This is an optimization exercise on Yosys and OpenROAD, whose aim is small area and a short achievable clock period, not a production implementation.

## CTE
module CTE ( clk, reset, op_mode, in_en, yuv_in, rgb_in, busy, out_valid, rgb_out, yuv_out);
input   clk ;
input   reset ;
input   op_mode;
input   in_en;
output  busy;
output  out_valid;
input   [7:0]   yuv_in;
output  [23:0]  rgb_out;
input   [23:0]  rgb_in;
output  [7:0]   yuv_out;
reg [1:0] cnt;
reg busy_r, valid_r;
reg [23:0] d;
reg [7:0] q;
assign busy = busy_r;
assign out_valid = valid_r;
assign yuv_out = q;
CTE_m0 M0 (.yy(q), .uu(d[23:16]), .vv(d[15:8]), .rgb(rgb_out));
wire [23:0] x = (cnt == 2'd0) ? rgb_in : d;
wire [7:0] e_q;
CTE_eng ENG (.xr(x[23:16]), .xg(x[15:8]), .xb(x[7:0]), .su(cnt == 2'd0), .sy(cnt[0]), .sv(cnt == 2'd2), .q(e_q));
always @(posedge clk or posedge reset) begin
    if (reset) begin
        cnt <= 2'd0;
        busy_r <= 1'b0;
        valid_r <= 1'b0;
    end else if (op_mode) begin
        if (in_en) begin
            cnt <= cnt + 2'd1;
            busy_r <= ~cnt[0];
            valid_r <= 1'b1;
        end
    end else begin
        if (busy_r && valid_r) begin
            busy_r <= 1'b0;
            valid_r <= 1'b0;
        end else if (busy_r && cnt == 2'd0) begin
            valid_r <= 1'b1;
  ...
export LEC_CHECK = 0
export CAP_MARGIN = 20
export CORE_MARGIN = 2
export CORE_UTILIZATION = 40
export SLEW_MARGIN = 20
create_clock -name core_clock -period 25.0 [get_ports {clk}]
run.sh (not shown) runs the stock make flow with config.mk's settings and CLKGATE_MAP_FILE= SYNTH_SCRIPT=/design/flow/synth_recipe.tcl, a recipe that flattens the netlist after the stock synthesis.
Then changed:
--- a/flow/design.v
+++ b/flow/design.v
@@ -4,32 +4,32 @@
 input   reset ;
 input   op_mode;
 input   in_en;
 output  busy;
 output  out_valid;
 input   [7:0]   yuv_in;
 output  [23:0]  rgb_out;
 input   [23:0]  rgb_in;
 output  [7:0]   yuv_out;
 reg [1:0] cnt;
 reg busy_r, valid_r;
 reg [23:0] d;
-reg [7:0] q;
+reg [15:0] np;
 assign busy = busy_r;
 assign out_valid = valid_r;
-assign yuv_out = q;
-CTE_m0 M0 (.yy(q), .uu(d[23:16]), .vv(d[15:8]), .rgb(rgb_out));
+CTE_m0 M0 (.yy(np[7:0]), .uu(d[23:16]), .vv(d[15:8]), .rgb(rgb_out));
 wire [23:0] x = (cnt == 2'd0) ? rgb_in : d;
-wire [7:0] e_q;
-CTE_eng ENG (.xr(x[23:16]), .xg(x[15:8]), .xb(x[7:0]), .su(cnt == 2'd0), .sy(cnt[0]), .sv(cnt == 2'd2), .q(e_q));
+wire [15:0] na;
+CTE_engA ENGA (.xr(x[23:16]), .xg(x[15:8]), .xb(x[7:0]), .su(cnt == 2'd0), .sy(cnt[0]), .sv(cnt == 2'd2), .n(na));
+CTE_engB ENGB (.n(np), .q(yuv_out));
 always @(posedge clk or posedge reset) begin
     if (reset) begin
         cnt <= 2'd0;
         busy_r <= 1'b0;
         valid_r <= 1'b0;
     end else if (op_mode) begin
         if (in_en) begin
             cnt <= cnt + 2'd1;
             busy_r <= ~cnt[0];
             valid_r <= 1'b1;
         end
     end else begin
@@ -42,36 +42,36 @@
             busy_r <= 1'b0;
             valid_r <= 1'b1;
         end else if (in_en) begin
             cnt <= cnt + 2'd1;
             if (cnt[1]) busy_r <= 1'b1;
             if (cnt == 2'd3) valid_r <= 1'b0;
         end
     end
 end
 always @(posedge clk) begin
     if (op_mode) begin
         if (in_en && !cnt[0]) d <= rgb_in;
-        if (in_en) q <= e_q;
+        if (in_en) np <= na;
     end else if (in_en && !busy_r) begin
         if (cnt == 2'd0) d[23:16] <= yuv_in;
         if (cnt == 2'd2) d[15:8] <= yuv_in;
-        if (cnt[0]) q <= yuv_in;
+        if (cnt[0]) np[7:0] <= yuv_in;
     end
 end
 endmodule
-module CTE_eng (xr, xg, xb, su, sy, sv, q);
+module CTE_engA (xr, xg, xb, su, sy, sv, n);
 input [7:0] xr, xg, xb;
 input su, sy, sv;
-output [7:0] q;
+output [15:0] n;
 wire ea_0 = ((su|sv) & xr[0]);
 wire ea_1 = ((su|sv) & xr[1]) | (sy & xr[0]);
 wire ea_2 = ((su|sv) & xr[2]) | (sy & xr[1]);
 wire ea_3 = ((su|sv) & xr[3]) | (sy & xr[2]);
 wire ea_4 = ((su|sv) & xr[4]) | (sy & xr[3]);
 wire ea_5 = ((su|sv) & xr[5]) | (sy & xr[4]);
 wire ea_6 = ((su|sv) & xr[6]) | (sy & xr[5]);
 wire ea_7 = ((su|sv) & xr[7]) | (sy & xr[6]);
 wire ea_8 = (sy & xr[7]);
 wire ea_9 = (su & ~xr[0]) | (sy & xr[0]);
 wire ea_10 = (su & ~xr[1]) | (sy & xr[1]) | (sv & xr[0]);
 wire ea_11 = (su & ~xr[2]) | (sy & xr[2]) | (sv & xr[1]);
@@ -410,24 +410,45 @@
 wire ea_344 = ea_219 ^ ea_275;
 wire ea_345 = ea_221 ^ ea_301;
 wire ea_346 = ea_223 ^ ea_303;
 wire ea_347 = ea_225 ^ ea_305;
 wire ea_348 = ea_227 ^ ea_307;
 wire ea_349 = ea_229 ^ ea_325;
 wire ea_350 = ea_231 ^ ea_327;
 wire ea_351 = ea_233 ^ ea_329;
 wire ea_352 = ea_235 ^ ea_331;
 wire ea_353 = ea_237 ^ ea_333;
 wire ea_354 = ea_239 ^ ea_335;
 wire ea_355 = ea_241 ^ ea_337;
+assign n = {ea_355, ea_354, ea_353, ea_352, ea_351, ea_350, ea_349, ea_348, ea_347, ea_346, ea_345, ea_344, ea_343, ea_342, ea_341, ea_211};
+endmodule
+module CTE_engB (n, q);
+input [15:0] n;
+output [7:0] q;
+wire ea_211 = n[0];
+wire ea_341 = n[1];
+wire ea_342 = n[2];
+wire ea_343 = n[3];
+wire ea_344 = n[4];
+wire ea_345 = n[5];
+wire ea_346 = n[6];
+wire ea_347 = n[7];
+wire ea_348 = n[8];
+wire ea_349 = n[9];
+wire ea_350 = n[10];
+wire ea_351 = n[11];
+wire ea_352 = n[12];
+wire ea_353 = n[13];
+wire ea_354 = n[14];
+wire ea_355 = n[15];
 wire eb_0 = 1'b1 ^ ea_211;
 wire eb_1 = 1'b1 & ea_211;
 wire eb_2 = 1'b1 ^ ea_211 ^ ea_341;
 wire eb_3 = (1'b1 & ea_211) | (1'b1 & ea_341) | (ea_211 & ea_341);
 wire eb_4 = ea_345 ^ ea_346;
 wire eb_5 = ea_345 & ea_346;
 wire eb_6 = 1'b1 ^ ea_341 ^ ea_342;
 wire eb_7 = (1'b1 & ea_341) | (1'b1 & ea_342) | (ea_341 & ea_342);
 wire eb_8 = ea_346 ^ ea_347 ^ ea_349;
 wire eb_9 = (ea_346 & ea_347) | (ea_346 & ea_349) | (ea_347 & ea_349);
 wire eb_10 = 1'b1 ^ ea_342 ^ ea_343;
 wire eb_11 = (1'b1 & ea_342) | (1'b1 & ea_343) | (ea_342 & ea_343);
The changed run finished with timing, DRC and antenna clean.
Count of clock-buffer cells in the layout does not change.
Die area falls by 1.3%.
Utilization rises by 0.39 points.
Final area falls by about 1.6%.
Hold slack loses 0.024 ns.
Synthesized cell count falls by 2.9%.
No run of this note included a check of the RTL's function; only the layout flow was run.

[static timing again, ports no longer ideal]
Ports are ideal in the flow. The routed layouts listed here were re-timed in OpenROAD. Step 1, drivers: a clkbuf_16 drives clk and a buf_2 each remaining input, both assumed. Step 2 adds t to the input delays and takes it off the output delays; t is the mean of the earliest and latest rising clock arrival at the registers after step 1. Input paths then give back, and output paths get back, about the clock's delay inside the block. Three values: no drivers, after step 1, after step 2; two values: the first two.
run | t, ns | slack for setup (ns) | hold WS [ns]
the first run | 0.338 | 11.841 / 11.847 / 11.509 | 0.613 / 0.613 / 0.613
the second run | 0.329 | 13.965 / 13.927 / 14.256 | 0.589 / 0.589 / 0.589
After both steps setup and hold are still met in every run listed. For the first run, which loses most, drivers alone change the setup slack by +0.006 ns; drivers and shift together by -0.332 ns.
